From an optimization exercise on the open Yosys and OpenROAD flow, aimed at small area; shortcuts taken in it are not production practice.
RTL that was checked went through simulation tests only; none was proved equivalent to the original.
Function not checked in run 2: the RTL went through the layout flow alone.
In every run shown here, the design's own scripts or RTL, not TritonCTS, make the clock network.
The clock input has no modelled driver; a real chip could not lean on it and would need a root buffer or a full tree.
Power figures rest on the tool's default switching activity, not on a simulated workload.

===== flow/flow/run.sh =====
#!/bin/bash
# Own flow: the standard layout (unchanged synthesis, floorplan, power grid
# and tap cells, placement, routing), with these changes:
#  - port buffers of the smallest buffer,
#  - the buffers ABC put in during synthesis removed before placement, and
#    every other combinational cell given its smallest drive strength
#    (flow/downsize.tcl); placement's repair then sizes up what it must,
#  - the clock tree rebuilt after clock tree synthesis by flow/clock_tree.tcl:
#    the first of CLOCK_TREES (groups, buffer cell; smallest area first)
#    whose worst clock-pin slew is estimated at most CLOCK_SLEW_TARGET_PS,
#    each buffer driving the flip-flops of one part of the core.
# Every tool's output goes to the ORFS logs under orfs/logs; make's own
# output goes to standard.log here.
set -euo pipefail
export CTS_ARGS="-sink_clustering_enable -repair_clock_nets -dont_use_dummy_load"
export BUFFER_PORTS_ARGS="-buffer_cell sky130_fd_sc_hd__buf_1"
export REMOVE_ABC_BUFFERS=1
export POST_CTS_TCL="$PWD/flow/clock_tree.tcl"
export POST_FLOORPLAN_TCL="$PWD/flow/downsize.tcl"
export CLOCK_TREES="{2 sky130_fd_sc_hd__clkbuf_16} {4 sky130_fd_sc_hd__clkbuf_8} {3 sky130_fd_sc_hd__clkbuf_16} {5 sky130_fd_sc_hd__clkbuf_8} {6 sky130_fd_sc_hd__clkbuf_8} {4 sky130_fd_sc_hd__clkbuf_16} {7 sky130_fd_sc_hd__clkbuf_8} {8 sky130_fd_sc_hd__clkbuf_8} {10 sky130_fd_sc_hd__clkbuf_8} {12 sky130_fd_sc_hd__clkbuf_8}"
export CLOCK_ROOT_BUF=sky130_fd_sc_hd__clkbuf_4
export CLOCK_SLEW_TARGET_PS=115
bash standard.sh "CTS_ARGS=$CTS_ARGS" "BUFFER_PORTS_ARGS=$BUFFER_PORTS_ARGS" \
	"REMOVE_ABC_BUFFERS=$REMOVE_ABC_BUFFERS" "POST_CTS_TCL=$POST_CTS_TCL" \
	"POST_FLOORPLAN_TCL=$POST_FLOORPLAN_TCL" finish > standard.log 2>&1

===== flow/flow/clock_tree.tcl =====
set clk_port_net in_mclk
set trees $::env(CLOCK_TREES)
set root_cell $::env(CLOCK_ROOT_BUF)
# slews come in ns
set target [expr {$::env(CLOCK_SLEW_TARGET_PS) * 1e-3}]

set db [ord::get_db]
set block [ord::get_db_block]
set root [$block findNet $clk_port_net]

# walk the existing tree from the clock port: buffers and their nets, and sinks
set sinks {}
set tree_insts {}
set tree_nets {}
set todo [list $root]
while {[llength $todo]} {
  set net [lindex $todo 0]
  set todo [lrange $todo 1 end]
  foreach it [$net getITerms] {
    if {![$it isInputSignal]} { continue }
    set inst [$it getInst]
    set m [[$inst getMaster] getName]
    if {[string match "*clkbuf*" $m] || [string match "*__buf_*" $m]} {
      lappend tree_insts $inst
      foreach ot [$inst getITerms] {
        if {[$ot isOutputSignal]} {
          set on [$ot getNet]
          if {$on ne "NULL" && $on ne ""} { lappend tree_nets $on; lappend todo $on }
        }
      }
    } elseif {[string match "*inv*" $m]} {
      error "inverter $m in the clock tree"
    } else {
      lappend sinks $it
    }
  }
}
puts "clock_tree: [llength $sinks] sinks, removing [llength $tree_insts] buffers"
foreach it $sinks { $it disconnect }
foreach inst $tree_insts { odb::dbInst_destroy $inst }
foreach net $tree_nets { odb::dbNet_destroy $net }

proc sink_xy {it} {
  set b [[$it getInst] getBBox]
  return [list [expr {([$b xMin] + [$b xMax]) / 2}] [expr {([$b yMin] + [$b yMax]) / 2}]]
}

# recursive bisection into k groups along the longer side
proc bisect {items k} {
  if {$k <= 1} { return [list $items] }
  set pts {}
  set xs {}; set ys {}
  foreach it $items {
    lassign [sink_xy $it] x y
    lappend pts [list $it $x $y]
    lappend xs $x; lappend ys $y
  }
  set xs [lsort -integer $xs]; set ys [lsort -integer $ys]
  set w [expr {[lindex $xs end] - [lindex $xs 0]}]
  set h [expr {[lindex $ys end] - [lindex $ys 0]}]
  set idx [expr {$w >= $h ? 1 : 2}]
  set pts [lsort -integer -index $idx $pts]
  set k1 [expr {$k / 2}]
  set n1 [expr {int(round(double([llength $pts]) * $k1 / $k))}]
  set a {}; set b {}
  set i 0
  foreach p $pts {
    if {$i < $n1} { lappend a [lindex $p 0] } else { lappend b [lindex $p 0] }
    incr i
  }
  return [concat [bisect $a $k1] [bisect $b [expr {$k - $k1}]]]
}

proc centroid {its} {
  set sx 0; set sy 0
  foreach it $its { lassign [sink_xy $it] x y; incr sx $x; incr sy $y }
  set n [llength $its]
  return [list [expr {$sx / $n}] [expr {$sy / $n}]]
}

proc add_buf {cell name in_net out_name x y} {
  set inst [odb::dbInst_create [ord::get_db_block] [[ord::get_db] findMaster $cell] $name]
  set net [odb::dbNet_create [ord::get_db_block] $out_name]
  $net setSigType CLOCK
  [$inst findITerm A] connect $in_net
  [$inst findITerm X] connect $net
  $inst setLocation $x $y
  $inst setPlacementStatus PLACED
  return [list $inst $net]
}

proc worst_clk_slew {sinks} {
  estimate_parasitics -placement
  set worst 0
  foreach it $sinks {
    set iname [[$it getInst] getName]
    if {[catch {set s [get_property [get_pins "$iname/CLK"] slew_max]}]} { return 1e9 }
    if {$s > $worst} { set worst $s }
  }
  return $worst
}

set done 0
foreach tree $trees {
  lassign $tree k cell
  set made_insts {}; set made_nets {}
  set feed $root
  if {$k > 4} {
    lassign [centroid $sinks] cx cy
    lassign [add_buf $root_cell clkbuf_root $root clknet_root $cx $cy] inst net
    lappend made_insts $inst; lappend made_nets $net
    set feed $net
  }
  set gi 0
  foreach g [bisect $sinks $k] {
    lassign [centroid $g] cx cy
    lassign [add_buf $cell clkbuf_grp_$gi $feed clknet_grp_$gi $cx $cy] inst net
    lappend made_insts $inst; lappend made_nets $net
    foreach it $g { $it connect $net }
    puts "clock_tree: $k x $cell: group $gi: [llength $g] sinks, buffer at ($cx, $cy)"
    incr gi
  }
  set w [worst_clk_slew $sinks]
  puts "clock_tree: $k x $cell: worst estimated flip-flop clock slew [expr {$w * 1e3}] ps"
  if {$w <= $target} { set done 1; break }
  foreach it $sinks { $it disconnect }
  foreach inst $made_insts { odb::dbInst_destroy $inst }
  foreach net $made_nets { odb::dbNet_destroy $net }
}
if {!$done} { error "clock_tree: no tree in CLOCK_TREES meets the slew target" }

detailed_placement
check_placement -verbose
puts "clock_tree: after legalisation: worst estimated flip-flop clock slew [expr {[worst_clk_slew $sinks] * 1e3}] ps"
report_clock_skew

===== flow/flow/downsize.tcl =====
# POST_FLOORPLAN hook: give every combinational cell the smallest drive
# strength of its kind (synthesis sizes cells for speed the design does not
# need); placement's repair_design then sizes up or buffers only the nets
# that break the slew and capacitance limits. Flip-flops keep their cells.
set db [ord::get_db]
set block [ord::get_db_block]
set n 0
foreach inst [$block getInsts] {
  set m [$inst getMaster]
  set name [$m getName]
  if {![regexp {^(sky130_fd_sc_hd__[a-z0-9]+)_([0-9]+)$} $name -> base size]} { continue }
  if {[regexp {__(df|edf|sdf|sedf|dl|tap|fill|decap|conb|diode)} $name]} { continue }
  set best $m
  foreach s {0 1 2} {
    set c [$db findMaster ${base}_$s]
    if {$c eq "NULL" || $c eq ""} { continue }
    if {[catch {set dont [$c isDontUse]}]} { set dont 0 }
    if {$dont} { continue }
    if {[$c getWidth] < [$best getWidth]} { set best $c }
  }
  if {$best ne $m} {
    $inst swapMaster $best
    incr n
  }
}
puts "downsize: $n cells given a smaller drive strength"

===== flow/standard.sh =====
#!/bin/bash
# synth_recipe.tcl (not shown) runs the flow's synth.tcl, then flattens the netlist and writes it again
# the make line also repeats each setting of config.mk as NAME=value (left out here)
make -C /OpenROAD-flow-scripts/flow DESIGN_CONFIG=/design/flow/config.mk WORK_HOME=/design/flow/orfs CLKGATE_MAP_FILE= SYNTH_SCRIPT=/design/flow/synth_recipe.tcl "${@:-finish}"

===== flow/config.mk =====
export PLATFORM = sky130hd
export DESIGN_NAME = i2s_to_tdm
export DESIGN_NICKNAME = i2s_to_tdm
export VERILOG_FILES = /design/flow/design.v
export SDC_FILE = /design/flow/constraint.sdc
export NUM_CORES = 4
export LEC_CHECK = 0
export CAP_MARGIN = 0
export CORE_MARGIN = 2
export CORE_UTILIZATION = 85
export SLEW_MARGIN = 0

===== flow/constraint.sdc =====
create_clock -name core_clock -period 81.38 [get_ports {in_mclk}]
set_input_delay 16.2760 -clock core_clock [delete_from_list [all_inputs] [get_ports {in_mclk}]]
set_output_delay 16.2760 -clock core_clock [all_outputs]
set_load 0.01 [all_outputs]

===== flow/design.v =====
module i2s_rx
#(
	parameter G_BITS = 16
)(
	input wire in_mclk,
	input wire in_reset,
	input wire in_sclk,
	input wire in_fclk,
	input wire in_din,
	output wire [2*G_BITS-1 : 0] out_data,
	output wire out_load,
	output reg  out_strobe
);
	reg sclk, sclk_q, fclk, din;
	reg fclk_int, fclk_int_q;
	reg active;
	reg [4:0] cnt;
	reg [2*G_BITS-1 : 0] data;    
	wire rise  = ~sclk_q & sclk;
	wire fedge = fclk_int ^ fclk_int_q;
	wire ffall = fclk_int_q & ~fclk_int;
	wire load  = active & ffall;
	wire wr    = rise & active & ~cnt[4];
	wire clr   = out_strobe | ~active | in_reset;
	wire hand  = out_strobe | ~active;
	assign out_load = hand;
	assign out_data = data;
	wire [2*G_BITS-1 : 0] sel = {{(2*G_BITS-1){1'b0}}, wr} << {~fclk_int_q, ~cnt[3:0]};
	wire [2*G_BITS-1 : 0] we = sel | {(2*G_BITS){clr}};
	wire wd = din & wr;
	integer k;
	always @(posedge in_mclk) begin
		sclk <= in_sclk & ~in_reset;
		sclk_q <= sclk;
		fclk <= in_fclk;
		din <= in_din;
		if (in_reset) begin
			fclk_int <= 1'b0;
			fclk_int_q <= 1'b0;
		end else begin
			if (rise)
				fclk_int <= fclk;
			fclk_int_q <= fclk_int;
		end
		active <= ~in_reset & (active | ffall);
		out_strobe <= ~in_reset & load;
		if (fedge)
			cnt <= 5'd0;
		else if (wr)
			cnt <= cnt + 5'd1;
		for (k = 0; k < 2*G_BITS; k = k + 1)
			if (we[k])
				data[k] <= ((k == 2*G_BITS-1) ? wd : wd & ~clr) ^ k[0] ^ 1'b1;
	end
endmodule
module tdm_tx
#(
	parameter G_BITS = 16
)(
	input wire in_mclk,
	input wire in_reset,
	input wire [2*G_BITS-1 : 0] in_data,
	input wire in_load,
	input wire in_strobe,
	output reg out_sclk,
	output reg out_fclk,
	output reg out_dout
);
	reg [2*G_BITS-1 : 0] frame;
	reg sclk;
	reg pending;    
	wire fall = out_sclk;
	wire shift = fall & ~pending & ~in_load;
	always @(posedge in_mclk) begin
		sclk <= ~in_reset & ~sclk;
		out_sclk <= ~in_reset & sclk;
		if (in_load | shift)
			frame <= ~((~{(2*G_BITS){in_load}} | in_data)
			         & (~{(2*G_BITS){shift}} | {frame[2*G_BITS-2 : 0], 1'b1}));
		pending <= ~in_reset & (in_strobe | (pending & ~fall));
		if (in_reset) begin
			out_fclk <= 1'b0;
			out_dout <= 1'b0;
		end else if (fall) begin
			out_fclk <= pending;
			out_dout <= ~pending & ~frame[2*G_BITS-1];
		end
	end
endmodule
module i2s_to_tdm
#(
	parameter G_BITS = 16
)(
	input wire in_mclk,
	input wire in_reset,
	input wire in_sclk,
	input wire in_fclk,
	input wire in_din,
	output wire out_sclk,
	output wire out_fclk,
	output wire out_dout
);
	wire [2*G_BITS-1 : 0] data;
	wire load;
	wire strobe;
	i2s_rx
	#(
		.G_BITS(G_BITS)
	)
	i2s (
		.in_mclk(in_mclk),
		.in_reset(in_reset),
		.in_sclk(in_sclk),
		.in_fclk(in_fclk),
		.in_din(in_din),
		.out_data(data),
		.out_load(load),
		.out_strobe(strobe)
	);
	tdm_tx
	#(
		.G_BITS(G_BITS)
	)
	tdm (
		.in_mclk(in_mclk),
		.in_reset(in_reset),
		.in_data(data),
		.in_load(load),
		.in_strobe(strobe),
		.out_sclk(out_sclk),
		.out_fclk(out_fclk),
		.out_dout(out_dout)
	);
endmodule

==> summary.txt, run 1 <==
* Outcome: no timing/DRC/antenna violations
* Fin util at slightly below 90%
* Worst setup EP type: register
* DR vias/cell at 7.02
* Sequential Area at between 2000 and 2500 sq um
* Syn-to-layout area delta at 0.917%
* Vert. Die Dim at 64.8 um
* DR WL/cell at roughly 21 um
* Global placer's final weighted congestion at about 0.80
* Net switching power at between 0.01 and 0.015 mW
* Initial antenna violation count at 0
* Post-Synth Simple-Gate Area at approximately a tenth
* Slew Limit Fails at 0
* #FFs+latches synth at between 80 and 90
* Critical path data arrival time at about 18 ns
* Largest family of logic cells by synthesized area: compound AO/OA/AOI/OAI gates
* Setup tns final at 0 ns
* Most common cell after layout, fill and taps aside: edfxtp_1
* Setup-failing EPs final at 0
* Syn Inst Count at roughly 220
* Final worst-path cycle share at between 20% and 30%
* Area of the multi-input gates at 721 sq um
* First-pass GRT wire length at 9000 um
* Crit path setup slack, layout at between 60 and 70 ns
* Share of layout cells above drive strength 1 at 3.69%
* Vias at around 1.9k
* Xor and xnor area share after synthesis at less than 1%
* Internal at about 0.051 mW
* Post-DP HPWL at approximately 3300 um
* Hold Path Class: reg -> reg
* Clk sinks at 82
* WP data required at approximately 80 ns
* Drt drc at 0
* Register clock-pin slew on the reported worst setup and hold paths at between 0.1 and 0.15 ns
* Rows at 22
* Synth Area in Adders at 0.797%
* Final net count at between 200 and 250
* Worst Skew at ~0.0042 ns
* Synthesized area per cell at 14.4 sq um
* Vias in the first global route at 1,841
* Compound-cell area share of the yosys netlist at 11.9%
* Post-synthesis mux area share at around 1.6%
* Tot GR Track Use at 29.4%
* Yosys cell types at 33
* Overall power at ~0.062 mW
* Largest net degree at the start of global routing at 36
* Drt pass-1 iters at 5
* Max Cap Viol at 0
* Worst Tran Pin Value at between 1 and 1.5 ns
* Clock Power Share at 22.3%
* Switching share of power at between 15 and 20%
* Drt total wl at around 5500 um
* Crit Path Class: in -> reg
* Fillers at approximately 140
* Clock latency (worst-skew pair) at roughly 0.17 ns
* Fin. Hold Viols at 0
* Comb pwr share at around 2.9%
* CP Max Fanout at 34
* First DRT Iteration DRCs at 276
* # diodes at 0
* Initial Util at between 80% and 90%
* I/O pins at 8
* Die X at 64.8 um
* Leakage power at ~1.0 nW
* Mapped cell area at between 3000 and 4000 sq um
* Placed inst area at about 3100 sq um
* Pre-CTS setup slack at 63.14 ns
* Worst Setup Start Kind: input pin
* Total grt overflow at 0
* Sequential Power Share at around three quarters
* Fin area at roughly 3200 sq um
* Unrepaired setup endpoints after global routing: false
* Antenna viol nets, final at 0
* Buffers added on ports at 7
* Most frequent cells in the layout: 64 x edfxtp_1, 32 x o21ai_1, 31 x o22ai_1
* Peak VDD IR at roughly 0.019 mV
* Core Area at roughly 3600 sq um
* Pwr/cell area at between 15 and 20 nW/um^2
* Max Fclk at 55.3 MHz
* Yosys Warn Count at 2
* Rel. slew slack at 24.9%
* Post-synthesis sequential area ratio at between 70% and 80%
* Die footprint at ~4200 sq um
* Min Clock Period, post-route at 18.08 ns
[sequential cells by signal, indices dropped and copies added, names as in the netlist]
name            count
i2s.data           32
tdm.frame          32
i2s.cnt             5
i2s.active          1
i2s.din             1
i2s.fclk            1
i2s.fclk_int        1
i2s.fclk_int_q      1
i2s.out_strobe      1
i2s.sclk            1
i2s.sclk_q          1
tdm.out_dout        1
tdm.out_fclk        1
tdm.out_sclk        1
tdm.pending         1
tdm.sclk            1
[cell type report]
type / instances / area share, %
inverters: 2 / 0.237
flip-flops and latches: 82 / 72.1
plain buffers: 4 / 1.74
well taps: 48 / 1.90
repair buffers: 9 / 1.30
multi-input cells: 120 / 22.8
[stage by stage]
| stage | hold WS [ns] | instances |
|---|---|---|
| after floorplan | 0.345 | 204 |
| after global placement | 0.356 | 261 |
| after detailed placement | 0.360 | 261 |
| after global routing | 0.416 | 265 |
| final | 0.403 | 265 |
[metal layers]
metal  up-vias  wire [um]  track usage [%]
met3        18        474             4.51
met2       128       2830             47.7
met5         -          0                0
met1       880       2070             40.8
li1        833          -                -
met4         0        141             12.2
[power by group through the flow]
| stage | clock network, mW | logic (mW) | registers, mW |
|---|---|---|---|
| 2_1_floorplan | 0 | 0.00131 | 0.0472 |
| 3_3_place_gp | 0 | 0.00162 | 0.0472 |
| 3_5_place_dp | 0 | 0.00177 | 0.0473 |
| 5_1_grt | 0.0148 | 0.00203 | 0.0465 |
| 6_report | 0.0139 | 0.00182 | 0.0464 |
[cells in the mapped netlist]
| master | number | area, sq um |
|---|---|---|
| inv_1 | 2 | 7.51 |
| a21oi_1 | 2 | 10.0 |
| or3_1 | 1 | 6.26 |
| o21ai_0 | 2 | 10.0 |
| nand2_1 | 6 | 22.5 |
| nand3b_2 | 1 | 11.3 |
| buf_6 | 1 | 11.3 |
| and2b_4 | 1 | 10.0 |
| and3b_1 | 1 | 8.76 |
| dfxtp_1 | 18 | 360 |
| buf_4 | 4 | 30.0 |
| xor2_1 | 1 | 8.76 |
| and4bb_1 | 1 | 12.5 |
| clkbuf_1 | 1 | 3.75 |
| mux2i_1 | 5 | 50.1 |
| nand4_1 | 1 | 6.26 |
| nor3b_1 | 1 | 7.51 |
| edfxtp_1 | 64 | 1920 |
| nand3_1 | 2 | 10.0 |
| nor2b_1 | 4 | 25.0 |
| nand2_2 | 1 | 6.26 |
| o21ai_1 | 32 | 160 |
| nor2_1 | 11 | 41.3 |
| or3b_1 | 2 | 17.5 |
| nand3b_1 | 3 | 22.5 |
| nand2b_1 | 3 | 18.8 |
| nand3b_4 | 2 | 40.0 |
| ha_1 | 2 | 25.0 |
| and2_1 | 2 | 12.5 |
| and2_4 | 1 | 8.76 |
| nand3_4 | 1 | 17.5 |
| o22ai_1 | 31 | 194 |
| buf_2 | 8 | 40.0 |
[path summary, 6_finish.rpt]
| kind | startpoint | endpoint | slack [ns] | depth (start not counted) |
|---|---|---|---|---|
| max | in_reset | i2s.data[12] | 63.30 | 3 |
| min reg2reg | i2s.sclk | i2s.sclk_q | 0.40 | 0 |
| max reg2reg | i2s.active | i2s.data[12] | 78.76 | 4 |
| min | i2s.sclk | i2s.sclk_q | 0.40 | 0 |
[worst max-delay path, stage by stage]
cell and delay [ns]:
buf_1 0.20, and2b_1 0.85, nand2_1 0.52
[logic make-up (layout without fill, tap and decap cells)]
logic type / Yosys count / after routing
and+or+nand+nor: 45 / 45
buffers and inverters: 16 / 15
AOI/OAI and AO/OA: 67 / 67
muxes: 5 / 5
DFF: 82 / 82
adders and majority gates: 2 / 2
xor gates and xnor gates: 1 / 1
==> run 2: changes to the inputs <==
--- a/flow/design.v
+++ b/flow/design.v
@@ -15,4 +15,4 @@
 	reg fclk_int, fclk_int_q;
-	reg active;
 	reg [4:0] cnt;
+	wire active = ~(cnt[4] & cnt[0]);
 	reg [2*G_BITS-1 : 0] data;    
@@ -22,3 +22,3 @@
 	wire load  = active & ffall;
-	wire wr    = rise & active & ~cnt[4];
+	wire wr    = rise & ~cnt[4];
 	wire clr   = out_strobe | ~active | in_reset;
@@ -44,5 +44,7 @@
 		end
-		active <= ~in_reset & (active | ffall);
 		out_strobe <= ~in_reset & load;
-		if (fedge)
+		if (in_reset) begin
+			cnt[4] <= 1'b1;
+			cnt[0] <= 1'b1;
+		end else if (ffall | (fedge & active))
 			cnt <= 5'd0;
==> run 2 against run 1 <==
Compared with the run above: still clean on timing, DRC and antenna; via count up 1.9%; flip-flop and latch count shrank 1; sequential share of layout area increased by 0.34 points; register-to-register slack got worse by 0.17 ns; utilization about the same; die area decreased by 0.37%; critical path type unchanged; critical endpoint is now i2s.data[28].
==> summary.txt, run 2 <==
* Syn Inst Count at between 200 and 250
* Largest registers: i2s.data (32), tdm.frame (32), i2s.cnt (5)
* Rel. slew slack at 18.6%
* Setup tns final at 0 ns
* Setup-failing EPs final at 0
* Crit path setup slack, layout at ~63 ns
* Worst Tran Pin Value at between 1 and 1.5 ns
* Global placer's final weighted congestion at ~0.79
* First-pass GRT wire length at just under 10,000 um
* Post-DP HPWL at roughly 3300 um
* Hold Path Class: reg -> reg
* Critical path data arrival time at between 15 and 20 ns
* Vias at roughly 1.9k
* Vert. Die Dim at between 60 and 70 um
* Leakage power at around 1.0 nW
* DR vias/cell at just over 7
* DR WL/cell at 23.7 um
* FFs w/ async S/R, synth at 0%
* Post-synthesis sequential area ratio at around three quarters
* Initial Util at around 87%
* Pwr/cell area at about 21 nW/um^2
* Post-synth top cells: 67 x edfxtp_1, 31 x o22ai_1, 25 x o21ai_0
* Final worst-path cycle share at between 20% and 30%
* Mapped cell area at 3130 sq um
* Worst Skew at 0.00633 ns
* Worst setup EP type: register
* Synth Flop Type: edfxtp_1
* Drt pass-1 iters at 5
* Antenna viol nets, final at 0
* Register clock-pin slew on the reported worst setup and hold paths at 0.11 ns
* Syn-to-layout area delta at 1.28%
* Max Fclk at ~55 MHz
* Ranking of synthesized cells by area: edfxtp_1 64%, dfxtp_1 9.0%, o22ai_1 6.2%, o21ai_0 4.0%, o21ai_2 2.2%
* Initial antenna violation count at 0
* Fin. Hold Viols at 0
* Drt drc at 0
* Unrepaired setup endpoints after global routing: false
* Slew Limit Fails at 0
* Peak VDD IR at 0.0202 mV
* Most common cell in the netlist: edfxtp_1
* Number of synthesized flops with an enable pin at 67
* Core Area at 3610 sq um
* Vias in the first global route at 1,845
* I/O pins at 8
* Max Cap Viol at 0
* # diodes at 0
* Share of layout cells above drive strength 1 at ~4.7%
* Buffers added on ports at 7
* Rows at 22
* Min Clock Period, post-route at 18.19 ns
* Yosys cell types at 31
* Clock latency (worst-skew pair) at between 0.15 and 0.2 ns
* Worst Setup Start Kind: input pin
* Yosys top cell area share at 64.4%
* Most common cell after layout, fill and taps aside: edfxtp_1
* Largest area contributor in the netlist: edfxtp_1
* Crit Path Class: in -> reg
* Yosys Warn Count at 2
* Final net count at 222
* Pre-CTS setup slack at roughly 63 ns
* Largest net degree at the start of global routing at 36
* #FFs+latches synth at between 80 and 90
* Tot GR Track Use at approximately a third
* Drt total wl at roughly 6200 um
* WP data required at 81.13 ns
* Total grt overflow at 0
* Most frequent cells in the layout: 67 x edfxtp_1, 32 x o21ai_0, 31 x o22ai_1
* CP Max Fanout at 34
* Synthesized area per cell at 14.6 sq um
* Die footprint at roughly 4200 sq um
* Clk sinks at between 80 and 90
* Die X at between 60 and 70 um
* First DRT Iteration DRCs at ~360
* Outcome: no timing/DRC/antenna violations
run 2: cell count changes after synthesis, moves of 4 or more:
cell	change
o21ai_0	+23
buf_2	-5
o21ai_1	-32
dfxtp_1	-4
nand2_1	-4
buf_4	-4
o21ai_2	+8
clkbuf_1	+5
run 2: path summary, 6_finish.rpt:
path	start	to	slack, ns	cells past startpoint
worst max-delay path	in_reset	i2s.data[28]	63.19	3
worst min-delay path	i2s.sclk	i2s.sclk_q	0.39	0
worst max register to register	i2s.cnt[0]	i2s.data[28]	78.59	4
worst min register to register	i2s.sclk	i2s.sclk_q	0.39	0
run 2: layout make-up:
cell class,instances,area (sq um)
Buffer,4,55.1
Tap cell,48,60.1
Sequential cell,81,2290
Fill cell,124,440
Timing Repair Buffer,9,41.3
Multi-Input combinational cell,116,706
Inverter,3,11.3
run 2: critical path, stage by stage:
cell,delay [ns]
buf_1,0.23
and2b_1,0.84
nand2_1,0.58
run 2: cells by family after synthesis:
logic type	synth area share [%]
DFF	73.3
buffers and inverters	3.12
AOI/OAI and AO/OA	14.5
adders and majority gates	0.801
xor gates and xnor gates	0.841
and+or+nand+nor	6.81
muxes	0.641
run 2: metrics by stage:
| step | utilization, % | cell area (sq um) | hold slack [ns] | total power, mW | cells |
|---|---|---|---|---|---|
| after global routing | 87.8 | 3170 | 0.403 | 0.0691 | 261 |
| after detailed placement | 86.3 | 3110 | 0.374 | 0.0543 | 257 |
| after floorplan | - | 3040 | 0.350 | 0.0528 | 200 |
| after global placement | 86.3 | 3110 | 0.360 | 0.0538 | 257 |
| final | 87.8 | 3170 | 0.386 | 0.0673 | 261 |
run 2: routing by layer:
metal  GRT usage (%)  wire length, um  part of all wire, %  up-vias
met5               0                0                    0        -
met4            12.8              117                  1.9        0
met3            5.56              573                  9.3       11
met2            53.1             3170                   51      139
met1            46.5             2320                   38      911
li1                -                -                    -      833
run 2: where the power goes:
part	switching (mW)	internal, mW	total (mW)
combinational	0.00292	0.00152	0.00444
sequential	0.00132	0.0480	0.0494
clock	0.00893	0.00459	0.0135
total	0.0132	0.0541	0.0673

separate check: timing with driven ports:
The flow's constraints put no driver on any port. The routed layouts listed below were extracted and timed again, unchanged, in two steps.
Step 1 assumes that a clkbuf_16 drives the clock port and a buf_2 every other input.
Step 2 also shifts input and output timing later by t, the mid clock arrival at the registers, as if the neighbouring blocks saw the same clock.
a / b / c = ideal ports / drivers / drivers and shift; a / b = the first two.
run	t (ns)	setup slack, ns	hold slack, ns	worst setup path after step 2	worst data-port slew with drivers (ns)
run 1	0.216	63.296 / 63.320 / 63.104	0.403 / 0.403 / 0.403	input to register	0.03
run 2	0.220	63.188 / 63.225 / 63.005	0.386 / 0.386 / 0.386	input to register	0.04
After both steps setup and hold are still met in every run listed. The setup slack of run 1, which loses most, moves by +0.024 ns with the drivers and by -0.192 ns with both steps.
